This is an optimization exercise on Yosys and OpenROAD, whose aim is small area, not a production implementation. Only simulation tests tie the RTL to the original design; equivalence was not proved. The flow treats the clock pin as an ideal source. Dropping or thinning the clock tree relies on that and would not hold on a real chip.

## run B
==> flow/design.v <==
`timescale 1ns / 1ps
module stop_watch(clk, pause, rst, adj, select, anode, cathode);
    input clk, pause, rst, adj, select;
    output [3:0] anode;
    output [6:0] cathode;
    reg [5:0] p;
    reg h;
    reg [5:0] r;
    reg [2:0] c2;
    reg s2, s1, paused;
    reg [1:0] pend;
    reg mask;
    reg [2:0] st, mt;
    reg [3:0] su, mu;
    wire pw   = ~p[5] & ~p[3] & ~p[1] & ~p[0];    
    wire t400 = pw & ~h;
    wire rw   = r[5] & r[4] & r[0];            
    wire started = ~(r[5] & r[4] & r[2]);     
    wire post = t400 & rw & started;   
    wire [1:0] shown = {r[1] ^ c2[0], r[0]};    
    wire [1:0] idx = shown + 2'd1;              
    wire blink = c2[0] ^ rw;                    
    wire s_top = (st[2] & st[1]) | (st[2] & st[0] & su[3] & su[0]);
    wire m_top = (mt[2] & mt[1]) | (mt[2] & mt[0] & mu[3] & mu[0]);
    wire [3:0] su1 = {(su[3] & ~su[0]) | (su[2] & su[1] & su[0]), su[2] ^ (su[1] & su[0]), ~su[3] & (su[1] ^ su[0]), ~su[0]};
    wire [3:0] mu1 = {(mu[3] & ~mu[0]) | (mu[2] & mu[1] & mu[0]), mu[2] ^ (mu[1] & mu[0]), ~mu[3] & (mu[1] ^ mu[0]), ~mu[0]};
    wire [3:0] su2 = {su[2] & su[1], su[2] ^ su[1], ~su[3] & ~su[1], su[0]};
    wire [3:0] mu2 = {mu[2] & mu[1], mu[2] ^ mu[1], ~mu[3] & ~mu[1], mu[0]};
    wire [2:0] st1 = {st[2] ^ (st[1] & st[0]), st[1] ^ st[0], ~st[0]};
    wire [2:0] mt1 = {mt[2] ^ (mt[1] & mt[0]), mt[1] ^ mt[0], ~mt[0]};
    always @(posedge clk) begin
        if (rst) begin
            p <= 6'd1; h <= 1'b0; r <= 6'd53; c2 <= 3'd7;
            s2 <= 1'b0; paused <= 1'b0; mask <= 1'b1;
        end else begin
            p <= pw ? 6'd1 : {p[4:0], p[5] ^ p[0]};
            if (pw) h <= ~h;
            if (t400) begin
                if (rw) begin r <= 6'd0; c2 <= c2 + 3'd1; end
                else r <= r + 6'd1;
                s2 <= pause;
                if (s2 & ~s1) paused <= ~paused;
                mask <= adj & ~blink & (select == idx[1]);
            end
            if (post & ~paused) begin
                case (pend)
                2'd1: begin  
                    if (s_top) begin
                        if (m_top) begin st <= 3'd5; su <= 4'd9; mt <= 3'd5; mu <= 4'd9; end
                        else begin
                            st <= 3'd0; su <= 4'd0;
                            mu <= mu1;
                            if (mu[3] & mu[0]) mt <= mt1;
                        end
                    end else begin
                        su <= su1;
                        if (su[3] & su[0]) st <= st1;
                    end
                end
                2'd3: begin  
                    if (s_top) begin st <= 3'd0; su <= 4'd0; end
                    else begin su <= su2; if (su[3]) st <= st1; end
                end
                2'd2: begin  
                    if (m_top) begin mt <= 3'd0; mu <= 4'd0; end
                    else begin mu <= mu2; if (mu[3]) mt <= mt1; end
                end
                default: ;
                endcase
            end
        end
        if (t400) s1 <= s2;
        if (~started) begin st <= 3'd0; su <= 4'd0; mt <= 3'd0; mu <= 4'd0; end
        if (pw) pend <= (adj & c2[1:0] == 2'b01) ? {1'b1, select} :
                        (~adj & c2 == 3'b011) ? 2'd1 : 2'd0;
    end
    reg [3:0] dig;
    always @(*) begin
        case (shown)
        2'd0: dig = {1'b0, mt};
        2'd1: dig = mu;
        2'd2: dig = {1'b0, st};
        default: dig = su;
        endcase
    end
    reg [6:0] seg;
    always @(*) begin
        case (dig)
        4'd0: seg = 7'b1000000;
        4'd1: seg = 7'b1111001;
        4'd2: seg = 7'b0100100;
        4'd3: seg = 7'b0110000;
        4'd4: seg = 7'b0011001;
        4'd5: seg = 7'b0010010;
        4'd6: seg = 7'b0000010;
        4'd7: seg = 7'b1111000;
        4'd8: seg = 7'b0000000;
        4'd9: seg = 7'b0010000;
        default: seg = 7'bxxxxxxx;
        endcase
    end
    assign anode = started ? ~(4'b1000 >> shown) : 4'b1111;
    assign cathode = mask ? 7'b1111111 : seg;
endmodule
Settings: LEC_CHECK=0, CAP_MARGIN=20, CORE_MARGIN=2, CORE_UTILIZATION=40, SLEW_MARGIN=20; clock period 6.0 ns.
standard.sh (not shown) runs the stock make flow with config.mk's settings and CLKGATE_MAP_FILE= SYNTH_SCRIPT=/design/flow/synth_recipe.tcl, a recipe that flattens the netlist after the stock synthesis.
==> flow/flow/run.sh <==
#!/bin/bash
# Own layout flow: the standard synthesis, then the combinational logic between the
# (unchanged) flip-flops is re-optimised for area with ABC, proven equivalent to the standard
# netlist with a SAT miter, and the standard ORFS flow continues from that netlist.
set -euo pipefail
W=$PWD
F=$W/flow
PLAT=${FLOW_PLATFORM:-sky130hd}
TOP=${FLOW_TOP:-stop_watch}
R=$W/orfs/results/$PLAT/stop_watch/base
LIB=$FLOW_HOME/platforms/$PLAT/lib/sky130_fd_sc_hd__tt_025C_1v80.lib

bash standard.sh synth > $W/log_1_standard_synth.log 2>&1

cp $R/1_2_yosys.v $W/std_netlist.v
python3 $F/unmap.py $LIB $W/std_netlist.v $W/std_unmapped.v > $W/log_2_unmap.log 2>&1

DU=$(sed -n '/DONT_USE_CELLS/,/^$/p' $FLOW_HOME/platforms/$PLAT/config.mk | tr -d '\\' \
     | grep -o 'sky130_fd_sc_hd__[a-z0-9_]*' | sed 's/^/-dont_use /' | tr '\n' ' ')
# several deepsyn runs with different seeds, in parallel; the smallest proven one is used
run_reopt() {
  local S=$1
  cat > $W/reopt_$S.ys <<EOT
read_liberty -lib $LIB
read_verilog $W/std_unmapped.v
hierarchy -top $TOP
opt -purge
techmap
opt -fast -purge
abc -liberty $LIB $DU -script +strash;&get,-n;&deepsyn,-J,2000,-T,240,-S,$S;&dch,-f;&nf,-R,1000;&put
opt_clean -purge
hilomap -singleton -hicell sky130_fd_sc_hd__conb_1 HI -locell sky130_fd_sc_hd__conb_1 LO
insbuf -buf sky130_fd_sc_hd__buf_4 A X
splitnets
opt_clean -purge
stat -liberty $LIB
write_verilog -noattr -nohex -nodec $W/reopt_netlist_$S.v
EOT
  yosys -s $W/reopt_$S.ys > $W/log_3_reopt_$S.log 2>&1 || true
}
for W0 in 0 8 16 24; do
  for S in $(seq $((W0 + 1)) $((W0 + 8))); do run_reopt $S & done
  wait
done

python3 $F/cut.py $W/std_unmapped.v $W/cut_gold.v $TOP
ok=0
for S in $(for S in $(seq 1 32); do a=$(grep 'Chip area' $W/log_3_reopt_$S.log | awk '{print $NF}' || true); [[ -n "$a" ]] && echo "$a $S"; done | sort -n | awk '{print $2}'); do
  # prove the new logic equal to the standard netlist's, flip-flops cut
  python3 $F/unmap.py $LIB $W/reopt_netlist_$S.v $W/reopt_unmapped_$S.v >> $W/log_2_unmap.log 2>&1
  python3 $F/cut.py $W/reopt_unmapped_$S.v $W/cut_gate_$S.v $TOP
  cat > $W/equiv_$S.ys <<EOT
read_verilog $W/cut_gold.v
rename $TOP gold
read_verilog $W/cut_gate_$S.v
rename $TOP gate
proc
opt_clean
miter -equiv -flatten -make_assert -ignore_gold_x gold gate miter
hierarchy -top miter
sat -verify -prove-asserts miter
EOT
  if yosys -s $W/equiv_$S.ys > $W/log_4_equiv_$S.log 2>&1 && grep -q "SUCCESS" $W/log_4_equiv_$S.log; then
    ok=1; cp $W/reopt_netlist_$S.v $W/reopt_netlist.v
    echo "seed $S chosen" > $W/log_4_equiv.log
    break
  fi
done
if [[ $ok == 1 ]]; then
  echo "using re-optimised netlist" | tee $W/log_5_choice.log
  cp $W/reopt_netlist.v $R/1_2_yosys.v
  rm -f $R/1_synth.odb $R/1_synth.sdc
else
  echo "re-optimisation failed or not proven; using the standard netlist" | tee $W/log_5_choice.log
fi

PORTBUF="BUFFER_PORTS_ARGS=-buffer_cell sky130_fd_sc_hd__buf_1"
bash standard.sh place "$PORTBUF" > $W/log_6_standard_place.log 2>&1

# clock tree: the clock port drives three clock buffers, each driving a cluster of flip-flops
FLOW_HOME=$FLOW_HOME PLAT=$PLAT R=$R CLKPORT=clk CLKBUFS=3 CLKBUF=sky130_fd_sc_hd__clkbuf_8 \
  openroad -no_init -exit $F/mycts.tcl > $W/log_7_cts.log 2>&1
cp $R/4_1_cts.odb $R/4_cts.odb
touch $R/4_cts.sdc

bash standard.sh finish "$PORTBUF" > $W/log_8_standard_finish.log 2>&1
Other scripts of this flow, unchanged in this note and not shown: flow/flow/cut.py, flow/flow/mycts.tcl, flow/flow/unmap.py
Run B finished all stages; the layout is clean.
The following lists how run E was set up differently from run B:
-- flow/flow/run.sh --
<<< run B, line 39
  yosys -s $W/reopt_$S.ys > $W/log_3_reopt_$S.log 2>&1 || true
}
for W0 in 0 8 16 24; do
  for S in $(seq $((W0 + 1)) $((W0 + 8))); do run_reopt $S & done
  wait
done

python3 $F/cut.py $W/std_unmapped.v $W/cut_gold.v $TOP
ok=0
for S in $(for S in $(seq 1 32); do a=$(grep 'Chip area' $W/log_3_reopt_$S.log | awk '{print $NF}' || true); [[ -n "$a" ]] && echo "$a $S"; done | sort -n | awk '{print $2}'); do
  # prove the new logic equal to the standard netlist's, flip-flops cut
  python3 $F/unmap.py $LIB $W/reopt_netlist_$S.v $W/reopt_unmapped_$S.v >> $W/log_2_unmap.log 2>&1
>>> run E, line 39
  yosys -s $W/reopt_$S.ys > $W/log_3_reopt_$S.log 2>&1 || true
}
for S in 1 2 3 4 5 6 7 8; do run_reopt $S & done
wait
for S in 9 10 11 12 13 14 15 16; do run_reopt $S & done
wait

python3 $F/cut.py $W/std_unmapped.v $W/cut_gold.v $TOP
ok=0
for S in $(for S in $(seq 1 16); do a=$(grep 'Chip area' $W/log_3_reopt_$S.log | awk '{print $NF}' || true); [[ -n "$a" ]] && echo "$a $S"; done | sort -n | awk '{print $2}'); do
  # prove the new logic equal to the standard netlist's, flip-flops cut
  python3 $F/unmap.py $LIB $W/reopt_netlist_$S.v $W/reopt_unmapped_$S.v >> $W/log_2_unmap.log 2>&1
### Flow results
Per the final summary, run E finished and its layout is clean on timing, DRC and antenna.
Run B -> run E: number of violations reported at the end of detailed-routing iteration 0 delta 0, exact match
Reported for run B and run E, routed wire length turned out identical to the last digit.
Total congestion overflow after global routing came out exactly the same in run B and run E.
As far as maximum cell stage delay along the critical path is concerned, run E and run B perform about the same.
On register-to-register path setup slack, run B and run E are basically level.
Going from run B to run E, cell area after placement flat; relative slew slack flat.
From run E to run B, post-synthesis average cell area did not move at all.
In every run of this note, the design's own scripts or RTL, not TritonCTS, make the clock network.

afterwards: timing with drivers on the ports:
Ports are ideal in the flow. The routed layouts listed here were re-timed in OpenROAD.
Step 1: set_driving_cell puts a clkbuf_16 on clk and a buf_2 on each other input, an assumption about the parent block.
Step 2, shift: input delay + t, output delay - t, t = (earliest + latest rising clock arrival at the registers) / 2. This alone moves slack from input paths to output paths.
Slacks: ideal ports / drivers / drivers and shift; pairs: ideal ports / drivers.
| run | shift t [ns] | setup slack, ns | worst hold slack (ns) |
|---|---|---|---|
| run B | 0.183 | 2.145 / 2.098 / 2.258 | 0.436 / 0.436 / 0.436 |
| run E | 0.183 | 2.145 / 2.098 / 2.258 | 0.436 / 0.436 / 0.436 |
After both steps every run listed still meets setup and hold.
